Source: an optimization exercise on an open RTL-to-GDS flow (aim: small area, a short achievable clock period and few clock cycles per item). Production flows keep margins and buffers that such runs may drop. Where RTL was checked, it was by simulation tests only, not by an equivalence proof against the original. Function not checked in runs 1 to 3: the RTL went through the layout flow alone.

==> flow/design.v, too long to show whole: its modules and the start of the top module <==
// module Zeta: 138 lines
// module Montgomery_Reduce: 1176 lines
// module Butterfly: 107 lines
// module FA: 4 lines
// module HA: 4 lines
// module NTT: 151 lines
module NTT #(
  parameter KYBER_K = 2,
  parameter KYBER_N = 256,
  parameter KYBER_Q = 3329,
  parameter COEFF_SZ = 16
)(
  input clk,
  input reset_n,
  input enable,
  input [COEFF_SZ-1 : 0] Coef_RData,
  output reg  [7 : 0] Coef_RAd,
  output reg  [0 : 0] Coef_WEN,
  output reg  [7 : 0] Coef_WAd,
  output reg  [COEFF_SZ-1 : 0] Coef_WData,
  output reg Poly_NTT_done
);
  // ...
==> flow/run.sh <==
#!/bin/bash
# synth_recipe.tcl (not shown) runs the flow's synth.tcl, then flattens the netlist and writes it again
# the make line also repeats each setting of config.mk as NAME=value (left out here)
make -C /OpenROAD-flow-scripts/flow DESIGN_CONFIG=/design/flow/config.mk WORK_HOME=/design/flow/orfs CLKGATE_MAP_FILE= SYNTH_SCRIPT=/design/flow/synth_recipe.tcl finish
==> flow/config.mk <==
export PLATFORM = sky130hd
export DESIGN_NAME = NTT
export DESIGN_NICKNAME = NTT
export VERILOG_FILES = /design/flow/design.v
export SDC_FILE = /design/flow/constraint.sdc
export NUM_CORES = 8
export LEC_CHECK = 0
export CAP_MARGIN = 20
export CORE_MARGIN = 2
export CORE_UTILIZATION = 40
export PLACE_DENSITY = 0.6
export SLEW_MARGIN = 20
export SYNTH_HIERARCHICAL = 1
export SYNTH_MINIMUM_KEEP_SIZE = 0
==> flow/constraint.sdc <==
create_clock -name core_clock -period 8.0 [get_ports {clk}]
set_input_delay 1.6000 -clock core_clock [delete_from_list [all_inputs] [get_ports {clk}]]
set_output_delay 1.6000 -clock core_clock [all_outputs]
set_load 0.01 [all_outputs]
==> impl_metrics.yaml, run 1 <==
setup_path:
  max_stage_delay_ns: 0.85
  reg2reg_from: "sl[0]"
  critPathLaunchType: "flop"
  cp-end-kind: "flop"
  crit_path_frequent_cell: "a21oi_1"
  startpoint: "sl[0]"
floorplan:
  taps: 765
  pin_count: 53
  core_area_mm2: 0.05759
  die_w_um: 245.0
yosys:
  synth_top_area_share_pct: 22.75
  ys_types: 117
  synth_cells: 2244
  synthAdderAreaFrac_pct: 24.87
  synth_common_cells: "dfxtp_1, fa_1, and2_1, nand2_1, o21ai_0"
  synth_edf_count: 54
flow_run:
  drv_cap: 0
placement:
  place_ws_ns: 3.957
  gp_congestion: 0.9400
  dp.cells: 2943
  hpwl_mm: 44.33
cells_and_area:
  clk_share_pct: 5.883
  buffers: 64
  diodes: 0
  top_regs: "P0.ar: 29 flops, P0.m0: 27 flops, P0.m1: 25 flops"
global_route:
  grt_pass1_vias: 16839
  gr-usage-met1_pct: 27.66
  grt_use_total_pct: 20.10
timing:
  final-max-slew-violation-count: 0
  final_hold_viol_count: 0
  skew_ns: 0.04082
  setup_ws_ns: 3.934
drt:
  wl_met2_mm: 27.53
  via_count: 16662
  top_layer: "met4"
min_path:
  worstHoldPathCells: 0
  min_delay_worst_endpoint: "P0.a2[26]"
run_status:
  outcome: "finished clean"
clock_network:
  cts_buffers: 42
  clkLatencyLatePin_ns: 0.57
  htree_levels: 2
==> run 2, diff against run 1 <==
--- a/flow/config.mk
+++ b/flow/config.mk
@@ -11,2 +11,3 @@
 export PLACE_DENSITY = 0.6
+export SETUP_SLACK_MARGIN = 5
 export SLEW_MARGIN = 20
==> impl_metrics.yaml, run 2 <==
run_status:
  outcome: "finished clean"
setup_path:
  critPathLaunchType: "flop"
  crit_path_frequent_cell: "a21oi_2"
  crit_family: "adder cells"
  startpoint: "sl[0]"
  cp_num_buf_inv: 4
  worstPathArrival_ns: 3.96
  max_stage_delay_ns: 0.67
  reg2reg_from: "sl[0]"
  path_cells: "buf_16 > mux2i_1 > nor2_1 > a21oi_2 > o21ai_2 > inv_1 > fa_1 > ha_4 > inv_2 > fa_2 > nor2b_4 > o31ai_4 > a2bb2oi_2 > buf_4 > a41o_1 > a21oi_2 > xor2_1"
  cp_slowest_cell: "dfstp_4"
  cp-end-kind: "flop"
  crit_type: "flop to flop"
  critPathMaxFanout: 5
  cp.required_ns: 8.46
  rrSetupSlack_ns: 4.50
drt:
  routedWlPerCell_um: 20.35
  via_count: 17123
  drtAntennaViolNets: 0
  drt_iter0_drc: 1666
  wl_mm: 62.24
  viasPerCell: 5.598
  remaining_drc_errors: 0
  dr.pass1.iters: 6
yosys:
  synth_ff_type: "dfxtp_1"
  synth_cells: 2244
  synth_top_area_share_pct: 22.75
  synth_area_per_cell_um2: 10.35
  netlist_area_mm2: 0.02323
  yosysSeqAreaShare_pct: 35.24
  yosysMostFrequentCell: "dfxtp_1"
  ys_types: 117
  yosys_warnings: 9
  yosysTopAreaCell: "dfxtp_1"
  async_flop_share_pct: 13.82
  synthTopCellsByArea: "dfxtp_1, fa_1, edfxtp_1, ha_1, dfrtp_1"
  synth_common_cells: "dfxtp_1, fa_1, and2_1, nand2_1, o21ai_0"
  synth_edf_count: 54
  ys_ff_latch: 369
placement:
  hpwl_mm: 44.38
  place_ws_ns: 3.721
  dp.cells: 2943
  place_area_mm2: 0.02430
  gp_congestion: 0.9523
  portBuffers: 52
cells_and_area:
  diodes: 0
  largest-register: "P0.ar"
  design_area_mm2: 0.02650
  final_common_cell: "dfxtp_1"
  area_growth_pct: 14.11
  final_cells: 3059
  layout_common_cells: "dfxtp_1, fa_1, and2_1"
  layout-drive-gt1-share_pct: 11.90
  largest_register_ffs: 29
  fillers: 5253
  nNetsFinal: 2612
  top_regs: "P0.ar: 29 flops, P0.m0: 27 flops, P0.m1: 25 flops"
min_path:
  hold_class: "flop to flop"
  min_from: "P0.a2[28]"
global_route:
  antenna_found_initial: 0
  grt_overflow_total: 0
  grt_max_degree: 86
  grt_pass1_wl_mm: 98.07
  grt_use_total_pct: 20.70
  grt_pass1_vias: 17186
floorplan:
  die_h_um: 245.0
  std_cell_rows: 88
  die-area_mm2: 0.06001
  die_w_um: 245.0
  pin_count: 53
  initial_utilization_pct: 40.33
  core_area_mm2: 0.05759
timing:
  skew_ns: 0.04644
  fin_setup_tns_ns: 0
  rsz0062_at_grt: "yes"
  relSlewSlack_pct: 33.90
  worst_pin_slew_ns: 0.9708
  fin_crit_ns: 3.501
  final-max-slew-violation-count: 0
  fmax_mhz: 285.6
  final_hold_viol_count: 0
  final.period_utilization_pct: 43.77
  setup_viol: 0
  setup_ws_ns: 4.499
clock_network:
  ctsHoldBuffers: 0
  cts_sinks: 369
  clkSlewWorstSetupHoldPaths_ns: 0.06
  root_buffer: "clkbuf_16"
  cts_buffers: 41
  clkLatencyLatePin_ns: 0.57
  htree_levels: 2
  clockBufferDepth: 3
  cts_tree: "yes"
flow_run:
  drv_cap: 0
[run 2: cell types whose count changed in the layout (fill, tap and decap cells not counted), moves of 19 or more]
cell	delta
dlygate4sd2_1	+34
buf_4	+22
dfxtp_1	-19
o21ai_0	-24
dfxtp_2	+19
clkdlybuf4s50_1	-34
[run 2: per-stage QoR]
| step | utilization (%) | hold slack (ns) |
|---|---|---|
| 2_1_floorplan | - | 0.3096 |
| 3_3_place_gp | 42.21 | 0.3116 |
| 3_5_place_dp | 42.21 | 0.3121 |
| 4_1_cts | 45.62 | 0.3142 |
| 5_1_grt | 46.03 | 0.3096 |
| 6_report | 46.03 | 0.3154 |
[run 2: cells by family (layout without fill, tap and decap cells)]
kind of cell | count (synthesis) | count (layout) | synth area share [%]
AO/OA/AOI/OAI | 499 | 499 | 14.34
XOR/XNOR | 71 | 71 | 2.677
adder cells (fa/ha/maj) | 332 | 332 | 24.87
buffers and inverters | 231 | 272 | 4.444
flip-flops | 369 | 369 | 35.24
multiplexers | 76 | 76 | 3.388
other | 2 | 11 | 0.03233
AND/OR/NAND/NOR | 664 | 664 | 15.02
[run 2: cell type report]
class / instances / area [um2] / share of cell area (%)
Tap cell: 765 / 957.2 / 3.611
Multi-Input combinational cell: 1653 / 14440 / 54.50
Clock buffer: 54 / 1209 / 4.560
Inverter: 92 / 349.1 / 1.317
Sequential cell: 369 / 8217 / 31.00
Timing Repair Buffer: 104 / 1002 / 3.781
Clock inverter: 22 / 326.6 / 1.232
[run 2: worst paths after layout]
kind / cells after the start / end
min in group asynchronous: 2 / wQ[6]
worst min-delay path: 0 / P0.rC[13]
worst max-delay path: 17 / O1[12]
worst max register to register: 17 / O1[12]
max in group asynchronous: 2 / sl[3]
worst min register to register: 0 / P0.rC[13]
[run 2: repair_timing]
item	in CTS	in global routing
setup endpoints to repair	88	47
pin swaps	18	20
setup buffers	26	13
cloned	1	0
gates resized for setup	97	36
[run 2: Yosys stat by module, one instance, submodules excluded]
module	copies in the design	cells inside
Zeta	1	427
NTT	1	732
Butterfly	1	191
Montgomery_Reduce	1	657
HA	25	1
FA	212	1
[run 2: layer usage]
metal	GRT usage [%]	wire length (um)	up-vias
met1	27.55	27070	8651
met2	34.47	30080	525
li1	-	-	7812
met3	2.908	3074	135
met5	0	0	-
met4	7.263	2014	0
==> module NTT, before the edit <==
module NTT #(
  parameter KYBER_K = 2,
  parameter KYBER_N = 256,
  parameter KYBER_Q = 3329,
  parameter COEFF_SZ = 16
)(
  input clk,
  input reset_n,
  input enable,
  input [COEFF_SZ-1 : 0] Coef_RData,
  output reg  [7 : 0] Coef_RAd,
  output reg  [0 : 0] Coef_WEN,
  output reg  [7 : 0] Coef_WAd,
  output reg  [COEFF_SZ-1 : 0] Coef_WData,
  output reg Poly_NTT_done
);
function [7:0] addr;
  input [7:0] G;
  input [1:0] xsel;
  case (G[7:6])
    2'd0:    addr = {xsel, G[5:0]};
    2'd1:    addr = {G[5], xsel, G[4:0]};
    2'd2:    addr = {G[5:3], xsel, G[2:0]};
    default: addr = {G[5:1], xsel, G[0]};
  endcase
endfunction
function [6:0] zidx1;
  input [7:0] G;
  case (G[7:6])
    2'd0:    zidx1 = 7'd1;
    2'd1:    zidx1 = {6'd1, G[5]};
    2'd2:    zidx1 = {4'd1, G[5:3]};
    default: zidx1 = {2'd1, G[5:1]};
  endcase
endfunction
function [6:0] zidx2;
  input [7:0] G;
  case (G[7:6])
    2'd1:    zidx2 = {5'd1, G[5], 1'b0};
    2'd2:    zidx2 = {3'd1, G[5:3], 1'b0};
    default: zidx2 = {1'd1, G[5:1], 1'b0};
  endcase
endfunction
reg       running;
reg [3:0] sl;             
reg [8:0] nF, nFm1;       
reg       wdbl;           
wire [3:0] ns = {sl[2:0], sl[3]};    
wire [7:0] rG   = (ns[0] | ns[3]) ? nF[7:0] : nFm1[7:0];
wire [1:0] rsel = {ns[0] | ns[1], ns[0] | ns[3]};
wire [7:0] raddr_n = addr(rG, rsel);
reg  [6:0] zidx;
reg  [6:0] zidx_n;
always @(*)
  case (1'b1)
    ns[1]:   zidx_n = zidx1(nF[7:0]);
    ns[2]:   zidx_n = zidx1(nFm1[7:0]);
    ns[3]:   zidx_n = zidx2(nFm1[7:0]);
    default: zidx_n = {zidx[6:1], 1'b1};
  endcase
wire [11:0] zeta;
Zeta M0 (.clka(clk), .addra(zidx), .douta(zeta));
reg  [8:0] wP, wQ;
wire       wuseP = wdbl ? (ns[2] | ns[3]) : (ns[0] | ns[3]);
wire [8:0] wG = wuseP ? wP : wQ;
reg  [1:0] wsel;
always @(*)
  case (1'b1)
    ns[0]:   wsel = wdbl ? 2'd3 : 2'd1;
    ns[1]:   wsel = wdbl ? 2'd1 : 2'd0;
    ns[2]:   wsel = wdbl ? 2'd0 : 2'd2;
    default: wsel = wdbl ? 2'd2 : 2'd3;
  endcase
wire       wvalid = wdbl ? (~wG[8] & (wG[7:6] != 2'd0)) : (wG[8:6] == 3'd0);
wire [7:0] waddr_n = addr(wG[7:0], wsel);
wire       wd_o0 = wdbl ? (ns[2] | ns[3]) : (ns[0] | ns[1]);
wire       wd_x  = wdbl ? ns[0] : ns[2];
reg  [15:0] V, U0, U1, O0, O1, X, Y;
wire [15:0] rS, rC, o0, o1;
wire        rk;
reg  [15:0] u;
Montgomery_Reduce P0 (.clk(clk), .v(V), .zeta(zeta), .rS(rS), .rC(rC), .rk(rk));
Butterfly BF (.u(u), .rS(rS), .rC(rC), .rk(rk), .o0(o0), .o1(o1));
always @(*)
  case (1'b1)
    sl[2]:   u = U1;
    sl[3]:   u = U0;
    sl[0]:   u = O0;
    default: u = X;
  endcase
always @(posedge clk) begin
  if (sl[1] | sl[2])  V <= Coef_RData;
  else if (sl[3])     V <= O0;
  else                V <= X;
  if (sl[0]) U1 <= Coef_RData;
  if (sl[3]) U0 <= Coef_RData;
  O0 <= o0;
  O1 <= o1;
  X  <= O1;
  if (sl[0] | sl[2]) Y <= X;
  zidx <= zidx_n;
  if (wd_o0)     Coef_WData <= O0;
  else if (wd_x) Coef_WData <= X;
  else           Coef_WData <= Y;
  Coef_WAd <= waddr_n;
end
always @(posedge clk, negedge reset_n) begin
  if (!reset_n) begin
    running       <= 1'b0;
    sl            <= 4'd1;
    nF            <= 9'd0;
    nFm1          <= 9'd0;
    wP            <= 9'd0;
    wQ            <= 9'd0;
    wdbl          <= 1'b0;
    Coef_RAd      <= 8'd0;
    Coef_WEN      <= 1'b0;
    Poly_NTT_done <= 1'b0;
  end else begin
    Poly_NTT_done <= running && ns[2] && nF == 9'd259;
    if (running) begin
      sl       <= ns;
      Coef_RAd <= raddr_n;
      Coef_WEN <= wvalid;
      if (sl[2]) begin
        nF   <= nF + 9'd1;
        nFm1 <= nF;
        if (nF == 9'd66) wdbl <= 1'b1;
        else begin
          wP <= wP + 9'd1;
          wQ <= wP;
        end
      end
      if (ns[2] && nF == 9'd259) begin
        running  <= 1'b0;
        Coef_WEN <= 1'b0;
      end
    end else if (enable) begin
      running  <= 1'b1;
      sl       <= 4'd1;
      nF       <= 9'd0;
      nFm1     <= 9'h1ff;
      wP       <= 9'h1fe;
      wQ       <= 9'h1fd;
      wdbl     <= 1'b0;
      Coef_RAd <= addr(8'd0, 2'd3);
      Coef_WEN <= 1'b0;
    end
  end
end
endmodule
==> run 3, diff against run 2 <==
--- a/flow/design.v
+++ b/flow/design.v
@@ -1509,12 +1509,5 @@
 wire        rk;
-reg  [15:0] u;
+reg  [15:0] u;            
 Montgomery_Reduce P0 (.clk(clk), .v(V), .zeta(zeta), .rS(rS), .rC(rC), .rk(rk));
 Butterfly BF (.u(u), .rS(rS), .rC(rC), .rk(rk), .o0(o0), .o1(o1));
-always @(*)
-  case (1'b1)
-    sl[2]:   u = U1;
-    sl[3]:   u = U0;
-    sl[0]:   u = O0;
-    default: u = X;
-  endcase
 always @(posedge clk) begin
@@ -1525,2 +1518,6 @@
   if (sl[3]) U0 <= Coef_RData;
+  if (sl[1])      u <= U1;
+  else if (sl[2]) u <= U0;
+  else if (sl[3]) u <= o0;
+  else            u <= O1;
   O0 <= o0;
@@ -1535,2 +1532,26 @@
 end
+always @(posedge clk) begin
+  if (running) begin
+    sl       <= ns;
+    Coef_RAd <= raddr_n;
+    if (sl[2]) begin
+      nF   <= nF + 9'd1;
+      nFm1 <= nF;
+      if (nF == 9'd66) wdbl <= 1'b1;
+      else begin
+        wP <= wP + 9'd1;
+        wQ <= wP;
+      end
+    end
+  end else begin
+    sl       <= 4'd1;
+    nF       <= 9'd0;
+    nFm1     <= 9'h1ff;
+    wP       <= 9'h1fe;
+    wQ       <= 9'h1fd;
+    wdbl     <= 1'b0;
+    Coef_RAd <= addr(8'd0, 2'd3);
+  end
+end
+wire last = ns[2] && nF == 9'd259;    
 always @(posedge clk, negedge reset_n) begin
@@ -1538,9 +1559,2 @@
     running       <= 1'b0;
-    sl            <= 4'd1;
-    nF            <= 9'd0;
-    nFm1          <= 9'd0;
-    wP            <= 9'd0;
-    wQ            <= 9'd0;
-    wdbl          <= 1'b0;
-    Coef_RAd      <= 8'd0;
     Coef_WEN      <= 1'b0;
@@ -1548,31 +1562,8 @@
   end else begin
-    Poly_NTT_done <= running && ns[2] && nF == 9'd259;
+    Poly_NTT_done <= running && last;
+    Coef_WEN      <= running && !last && wvalid;
     if (running) begin
-      sl       <= ns;
-      Coef_RAd <= raddr_n;
-      Coef_WEN <= wvalid;
-      if (sl[2]) begin
-        nF   <= nF + 9'd1;
-        nFm1 <= nF;
-        if (nF == 9'd66) wdbl <= 1'b1;
-        else begin
-          wP <= wP + 9'd1;
-          wQ <= wP;
-        end
-      end
-      if (ns[2] && nF == 9'd259) begin
-        running  <= 1'b0;
-        Coef_WEN <= 1'b0;
-      end
-    end else if (enable) begin
-      running  <= 1'b1;
-      sl       <= 4'd1;
-      nF       <= 9'd0;
-      nFm1     <= 9'h1ff;
-      wP       <= 9'h1fe;
-      wQ       <= 9'h1fd;
-      wdbl     <= 1'b0;
-      Coef_RAd <= addr(8'd0, 2'd3);
-      Coef_WEN <= 1'b0;
-    end
+      if (last) running <= 1'b0;
+    end else if (enable)
+      running <= 1'b1;
   end
==> impl_metrics.yaml, run 3 <==
run_status:
  outcome: "finished clean"
cells_and_area:
  diodes: 0
  nNetsFinal: 2588
  layout_common_cells: "dfxtp_1, fa_1, and2_1"
  fillers: 5357
  largest_register_ffs: 29
  largest-register: "P0.ar"
  layout-drive-gt1-share_pct: 9.476
  final_common_cell: "dfxtp_1"
  area_growth_pct: 11.83
  top_regs: "P0.ar: 29 flops, P0.m0: 27 flops, P0.m1: 25 flops"
setup_path:
  rrSetupSlack_ns: 5.05
  startpoint: "u[2]"
  cp_num_buf_inv: 0
  critPathMaxFanout: 4
  cp.depth: 12
  cp.required_ns: 8.52
  crit_type: "flop to flop"
  critPathLaunchType: "flop"
  max_stage_delay_ns: 0.52
  cp-end-kind: "flop"
  crit_path_frequent_cell: "o21ai_1"
  crit_family: "adder cells"
  r2r_end: "u[13]"
  reg2reg_from: "u[2]"
  r2r_cells: 12
  path_cells: "fa_1 > ha_4 > nor2_2 > or3_4 > a21boi_4 > a31oi_1 > o21ai_1 > xor2_1 > mux2i_1 > nor2_1 > a21oi_1 > o21ai_1"
  worstPathArrival_ns: 3.46
  endpoint: "u[13]"
  cp_slowest_cell: "fa_1"
yosys:
  yosys.area_share.simple_pct: 15.08
  synth_xor_area_share_pct: 2.787
  synthTopCellsByArea: "dfxtp_1, fa_1, edfxtp_1, ha_1, and2_1"
  ys_types: 95
  synth_common_cells: "dfxtp_1, fa_1, and2_1, nand2_1, ha_1"
  yosysTopAreaCell: "dfxtp_1"
  synth_cells: 2243
  synth.area.mux_share_pct: 4.025
  synth_top_area_share_pct: 28.24
  yosysMostFrequentCell: "dfxtp_1"
  synth_ff_type: "dfxtp_1"
  netlist_area_mm2: 0.02325
  ys_ff_latch: 385
  async_flop_share_pct: 0.7792
  synth_edf_count: 54
  synth-compound-area-share_pct: 13.53
  yosysSeqAreaShare_pct: 35.54
  yosys_warnings: 9
  synthAdderAreaFrac_pct: 24.84
  synth_top_family_by_area: "adder cells"
  synth_area_per_cell_um2: 10.37
global_route:
  grt_pass1_wl_mm: 92.85
  grt_max_degree: 89
  grt_overflow_total: 0
  grt_pass1_vias: 16732
  grt_use_total_pct: 19.50
  antenna_found_initial: 0
floorplan:
  die_w_um: 245.1
  std_cell_rows: 88
  core_area_mm2: 0.05759
  pin_count: 53
  initial_utilization_pct: 40.38
  die-area_mm2: 0.06007
  die_h_um: 245.1
drt:
  wl_mm: 57.72
  drtAntennaViolNets: 0
  dr.pass1.iters: 5
  drt_iter0_drc: 1307
  remaining_drc_errors: 0
  routedWlPerCell_um: 19.02
  via_count: 16426
  viasPerCell: 5.414
timing:
  fmax_mhz: 339.4
  fin_setup_tns_ns: 0
  final-max-slew-violation-count: 0
  fin_crit_ns: 2.947
  final_hold_viol_count: 0
  relSlewSlack_pct: 35.64
  skew_ns: 0.03528
  timing.hold.ws_ns: 0.3231
  setup_viol: 0
  worst_pin_slew_ns: 0.9653
  setup_ws_ns: 5.053
  final.period_utilization_pct: 36.83
  rsz0062_at_grt: "yes"
clock_network:
  cts_tree: "yes"
  ctsHoldBuffers: 0
  clkLatencyLatePin_ns: 0.58
  cts_buffers: 43
  htree_levels: 2
  cts_sinks: 385
  clockBufferDepth: 3
  clkSlewWorstSetupHoldPaths_ns: 0.06
  root_buffer: "clkbuf_16"
placement:
  portBuffers: 52
  hpwl_mm: 41.87
  place_ws_ns: 4.638
  gp_congestion: 0.9528
min_path:
  hold_class: "flop to flop"
flow_run:
  drv_cap: 0
## run 3: cell types whose count changed after synthesis, moves of 9 or more
cell     change
dfrtp_1     -47
nand3_1     -13
and2_1       +9
dfxtp_1     +64
o21ai_0     -18
nand4_1     -12
nor2b_1     +11
a21oi_1      -9
## run 3: what timing repair did
action | in CTS | in global routing
pin swaps | 8 | 29
gates resized for setup | 51 | 58
buffers inserted | 4 | 9
cloned | 0 | 0
setup endpoints to repair | 48 | 36
endpoints found under the hold margin | 0 | 0
## run 3: through the flow
stage / util [%] / area, um2 / instances
6_report: 45.15 / 26000 / 3034
4_1_cts: 44.75 / 25770 / 3025
5_1_grt: 45.15 / 26000 / 3034
3_5_place_dp: 42.11 / 24250 / 2944
3_3_place_gp: 42.11 / 24250 / 2944
2_1_floorplan: - / 23280 / 2252
## run 3: Yosys stat by module, one instance, submodules excluded
module	times used	flip-flops and latches	area [um2]
Butterfly	1	0	1429
FA	212	0	20.02
HA	25	0	12.51
Montgomery_Reduce	1	163	6621
NTT	1	210	7838
Zeta	1	12	2806
## run 3: layout make-up
type                    count  area (um2)  area share [%]
well taps                 765       957.2           3.681
inverters                  86       326.6           1.256
clock inverters            14       177.7          0.6833
clock buffers              63        1295           4.980
multi-input cells        1640       14240           54.75
repair buffers             81       699.4           2.690
flip-flops and latches    385        8309           31.96
## run 3: how the worst min path moves through the flow
stage | start | endpoint | slack [ns] | depth (start not counted)
2_1_floorplan | P0.ar[16] | P0.a2[16] | 0.31 | 0
3_3_place_gp | P0.ar[16] | P0.a2[16] | 0.31 | 0
3_5_place_dp | P0.ar[19] | P0.a2[19] | 0.31 | 0
4_1_cts | P0.ar[19] | P0.a2[19] | 0.33 | 0
5_1_grt | P0.ar[28] | P0.a2[28] | 0.32 | 0
6_report | P0.ar[28] | P0.a2[28] | 0.32 | 0
## run 3: worst register-to-register path, delay by kind of cell, from the launching register on
family          cells  cell delay [ns]
fa+ha+maj           2             0.82
compound gates      5             0.78
simple gates        3             0.57
flops               1             0.33
xor+xnor            1             0.27
mux                 1             0.13
## run 3: logic make-up after synthesis
kind of cell | count (synthesis)
other | 2
multiplexers | 84
buffers and inverters | 227
XOR/XNOR | 74
flip-flops | 385
adder cells (fa/ha/maj) | 332
AO/OA/AOI/OAI | 469
AND/OR/NAND/NOR | 670
## run 3: routing by layer
metal	part of all wire, %	vias up	track usage (%)
li1	-	7715	-
met1	45	8123	26.13
met2	47	463	31.70
met3	5.1	125	2.985
met4	3.4	0	7.496
met5	0	-	0
==> run 4, diff against run 3 <==
--- a/flow/design.v
+++ b/flow/design.v
@@ -1492,3 +1492,3 @@
 reg  [8:0] wP, wQ;
-wire       wuseP = wdbl ? (ns[2] | ns[3]) : (ns[0] | ns[3]);
+wire       wuseP = wdbl ? (ns[2] | ns[3]) : (ns[0] | ns[2]);
 wire [8:0] wG = wuseP ? wP : wQ;
@@ -1497,6 +1497,6 @@
   case (1'b1)
-    ns[0]:   wsel = wdbl ? 2'd3 : 2'd1;
-    ns[1]:   wsel = wdbl ? 2'd1 : 2'd0;
-    ns[2]:   wsel = wdbl ? 2'd0 : 2'd2;
-    default: wsel = wdbl ? 2'd2 : 2'd3;
+    ns[0]:   wsel = 2'd1;
+    ns[1]:   wsel = wdbl ? 2'd3 : 2'd0;
+    ns[2]:   wsel = wdbl ? 2'd0 : 2'd3;
+    default: wsel = 2'd2;
   endcase
@@ -1505,4 +1505,3 @@
 wire       wd_o0 = wdbl ? (ns[2] | ns[3]) : (ns[0] | ns[1]);
-wire       wd_x  = wdbl ? ns[0] : ns[2];
-reg  [15:0] V, U0, U1, O0, O1, X, Y;
+reg  [15:0] V, RD, U0, O0, O1, X, Y;
 wire [15:0] rS, rC, o0, o1;
@@ -1516,5 +1515,5 @@
   else                V <= X;
-  if (sl[0]) U1 <= Coef_RData;
+  RD <= Coef_RData;
   if (sl[3]) U0 <= Coef_RData;
-  if (sl[1])      u <= U1;
+  if (sl[1])      u <= RD;
   else if (sl[2]) u <= U0;
@@ -1525,7 +1524,5 @@
   X  <= O1;
-  if (sl[0] | sl[2]) Y <= X;
+  Y  <= X;
   zidx <= zidx_n;
-  if (wd_o0)     Coef_WData <= O0;
-  else if (wd_x) Coef_WData <= X;
-  else           Coef_WData <= Y;
+  Coef_WData <= wd_o0 ? O0 : Y;
   Coef_WAd <= waddr_n;
==> impl_metrics.yaml, run 4 <==
run_status:
  outcome: "finished clean"
setup_path:
  worstPathArrival_ns: 3.45
  endpoint: "u[13]"
  cp_slowest_cell: "fa_1"
  crit_type: "flop to flop"
  crit_path_frequent_cell: "o21ai_1"
  path_cells: "fa_1 > ha_4 > nor2_2 > or3_4 > a21boi_4 > a31oi_1 > o21ai_1 > xor2_1 > mux2i_1 > nor2_1 > a21oi_1 > o21ai_1"
  r2r_end: "u[13]"
  cp.required_ns: 8.50
  critPathMaxFanout: 4
  rrSetupSlack_ns: 5.05
  cp-end-kind: "flop"
  critPathLaunchType: "flop"
  startpoint: "P0.rS[2]"
  r2r_cells: 12
  reg2reg_from: "P0.rS[2]"
  max_stage_delay_ns: 0.52
yosys:
  synth_edf_count: 22
  yosysMostFrequentCell: "dfxtp_1"
  synth_top_area_share_pct: 31.43
  ys_types: 103
  yosys_warnings: 9
  synth_common_cells: "dfxtp_1, fa_1, and2_1, nand2_1, ha_1"
  yosysSeqAreaShare_pct: 34.64
  async_flop_share_pct: 0.7792
  synth_ff_type: "dfxtp_1"
  synth_area_per_cell_um2: 10.29
  synth_cells: 2228
  synthTopCellsByArea: "dfxtp_1, fa_1, ha_1, and2_1, edfxtp_1"
  ys_ff_latch: 385
  netlist_area_mm2: 0.02293
  yosysTopAreaCell: "dfxtp_1"
timing:
  fin_crit_ns: 2.952
  timing.hold.ws_ns: 0.3266
  relSlewSlack_pct: 42.59
  worst_pin_slew_ns: 0.8612
  fmax_mhz: 338.7
  rsz0062_at_grt: "yes"
  skew_ns: 0.03155
  fin_setup_tns_ns: 0
  final-max-slew-violation-count: 0
  setup_viol: 0
  final_hold_viol_count: 0
  final.period_utilization_pct: 36.90
cells_and_area:
  top_regs: "P0.ar: 29 flops, P0.m0: 27 flops, P0.m1: 25 flops"
  final_util_pct: 45.15
  fillers: 5300
  layout-drive-gt1-share_pct: 9.107
  area_growth_pct: 11.23
  seq_area_mm2: 0.007985
  multi_input_area_mm2: 0.01415
  design_area_mm2: 0.02551
  largest_register_ffs: 29
  layout_common_cells: "dfxtp_1, fa_1, and2_1"
  largest-register: "P0.ar"
  final_common_cell: "dfxtp_1"
  diodes: 0
  nNetsFinal: 2573
floorplan:
  die_w_um: 243.4
  core_area_mm2: 0.05650
  initial_utilization_pct: 40.59
  die_h_um: 243.4
  std_cell_rows: 87
  die-area_mm2: 0.05926
  pin_count: 53
placement:
  portBuffers: 52
  gp_congestion: 0.9235
  place_area_mm2: 0.02387
  hpwl_mm: 42.08
drt:
  dr.pass1.iters: 8
  remaining_drc_errors: 0
  routedWlPerCell_um: 19.15
  via_count: 16081
  viasPerCell: 5.348
  wl_mm: 57.58
  drt_iter0_drc: 1229
  drtAntennaViolNets: 0
min_path:
  hold_class: "flop to flop"
global_route:
  grt_pass1_vias: 16484
  grt_overflow_total: 0
  grt_max_degree: 95
  grt_pass1_wl_mm: 92.77
  antenna_found_initial: 2
  grt_use_total_pct: 19.57
clock_network:
  cts_sinks: 385
  ctsHoldBuffers: 0
  clkSlewWorstSetupHoldPaths_ns: 0.06
  htree_levels: 2
  cts_tree: "yes"
  clkLatencyLatePin_ns: 0.57
  root_buffer: "clkbuf_16"
  cts_buffers: 42
  clockBufferDepth: 3
flow_run:
  drv_cap: 0
## run 4: cell types whose count changed in the layout (fill, tap and decap cells not counted), moves of 10 or more
cell / delta
nand2_1: -15
nand3_1: -10
nor3_1: +11
dfxtp_1: +37
mux2_2: +14
a211oi_1: +14
edfxtp_1: -32
mux2i_1: -11
## run 4: per-module statistics from Yosys (local to each module, per instance)
module / flops+latches / times used
Montgomery_Reduce: 163 / 1
Zeta: 12 / 1
HA: 0 / 25
NTT: 210 / 1
FA: 0 / 212
Butterfly: 0 / 1
## run 4: repair_timing
action / 4_1_cts / 5_1_grt
cloned: 0 / 0
hold endpoints to repair: 0 / 0
setup buffers: 3 / 5
resized for setup: 52 / 41
setup endpoints to repair: 54 / 33
pin swaps: 7 / 16
## run 4: metrics by stage
| step | std cells | setup slack, ns |
|---|---|---|
| 3_3_place_gp | 2921 | 4.679 |
| 5_1_grt | 3007 | 4.860 |
| 2_1_floorplan | 2237 | 5.213 |
| 3_5_place_dp | 2921 | 4.674 |
| 6_report | 3007 | 5.048 |
| 4_1_cts | 3002 | 5.005 |
## run 4: layout make-up
| class | count | share of cell area (%) |
|---|---|---|
| Multi-Input combinational cell | 1625 | 55.48 |
| Clock inverter | 16 | 0.6818 |
| Sequential cell | 385 | 31.31 |
| Tap cell | 756 | 3.708 |
| Clock buffer | 62 | 4.989 |
| Timing Repair Buffer | 73 | 2.507 |
| Inverter | 90 | 1.324 |
## run 4: kinds of logic (layout without fill, tap and decap cells)
| group | Yosys count | after routing | synth area share, % |
|---|---|---|---|
| AO/OA/AOI/OAI | 455 | 455 | 13.42 |
| XOR/XNOR | 72 | 72 | 2.750 |
| adder cells (fa/ha/maj) | 337 | 337 | 25.46 |
| buffers and inverters | 227 | 241 | 4.376 |
| flip-flops | 385 | 385 | 34.64 |
| multiplexers | 84 | 84 | 3.999 |
| other | 2 | 11 | 0.03275 |
| AND/OR/NAND/NOR | 666 | 666 | 15.33 |
## run 4: metal layers
metal	up-vias	GRT usage, %	part of all wire (%)
met2	430	31.99	47
met1	7930	26.98	46
met4	0	6.315	2.6
met5	-	0	0
met3	101	2.368	4.4
li1	7620	-	-
## run 4: how the worst min path moves through the flow
stage | from | endpoint | slack (ns) | depth (start not counted)
3_3_place_gp | P0.ar[26] | P0.a2[26] | 0.31 | 0
6_report | P0.ar[25] | P0.a2[25] | 0.33 | 0
5_1_grt | P0.ar[25] | P0.a2[25] | 0.33 | 0
3_5_place_dp | P0.ar[25] | P0.a2[25] | 0.31 | 0
2_1_floorplan | P0.ar[16] | P0.a2[16] | 0.31 | 0
4_1_cts | P0.ar[23] | P0.a2[23] | 0.32 | 0
## run 4: worst max-delay path, delay by kind of cell (launching register included)
family,cells,cell delay (ns)
adder cells (fa/ha/maj),2,0.83
AND/OR/NAND/NOR,3,0.58
flip-flops,1,0.33
multiplexers,1,0.11
AO/OA/AOI/OAI,5,0.81
XOR/XNOR,1,0.24
Testbench counts of run 4, summed over its fixed seeds: cycles 33,248, ntts 32.

[port drivers added, routing unchanged]
In the flow no input, the clock included, has a driving cell. The finished layouts below were timed again as built, in two steps. Step 1: set_driving_cell puts a clkbuf_16 on clk and a buf_2 on each other input, an assumption about the parent block. Step 2 times the ports against the registers' clock, not the clock port: input delays grow and output delays shrink by t, the midpoint of the rising clock arrivals with the driver on. Three values: ideal, step 1, step 2; two values: the first two.
run	t, ns	slack for setup (ns)	hold slack, ns	slew at the worst register clock pin (ns)	worst slew at a driven data input, ns
run 1	0.599	3.934 / 3.934 / 3.934	0.325 / 0.325 / 0.325	0.06 / 0.06	0.04
run 2	0.597	4.499 / 4.499 / 4.499	0.315 / 0.315 / 0.315	0.07 / 0.07	0.04
run 3	0.613	5.053 / 5.053 / 5.053	0.323 / 0.323 / 0.323	0.06 / 0.06	0.06
run 4	0.607	5.048 / 5.048 / 5.048	0.327 / 0.327 / 0.327	0.06 / 0.06	0.05
After both steps every run listed still meets setup and hold.
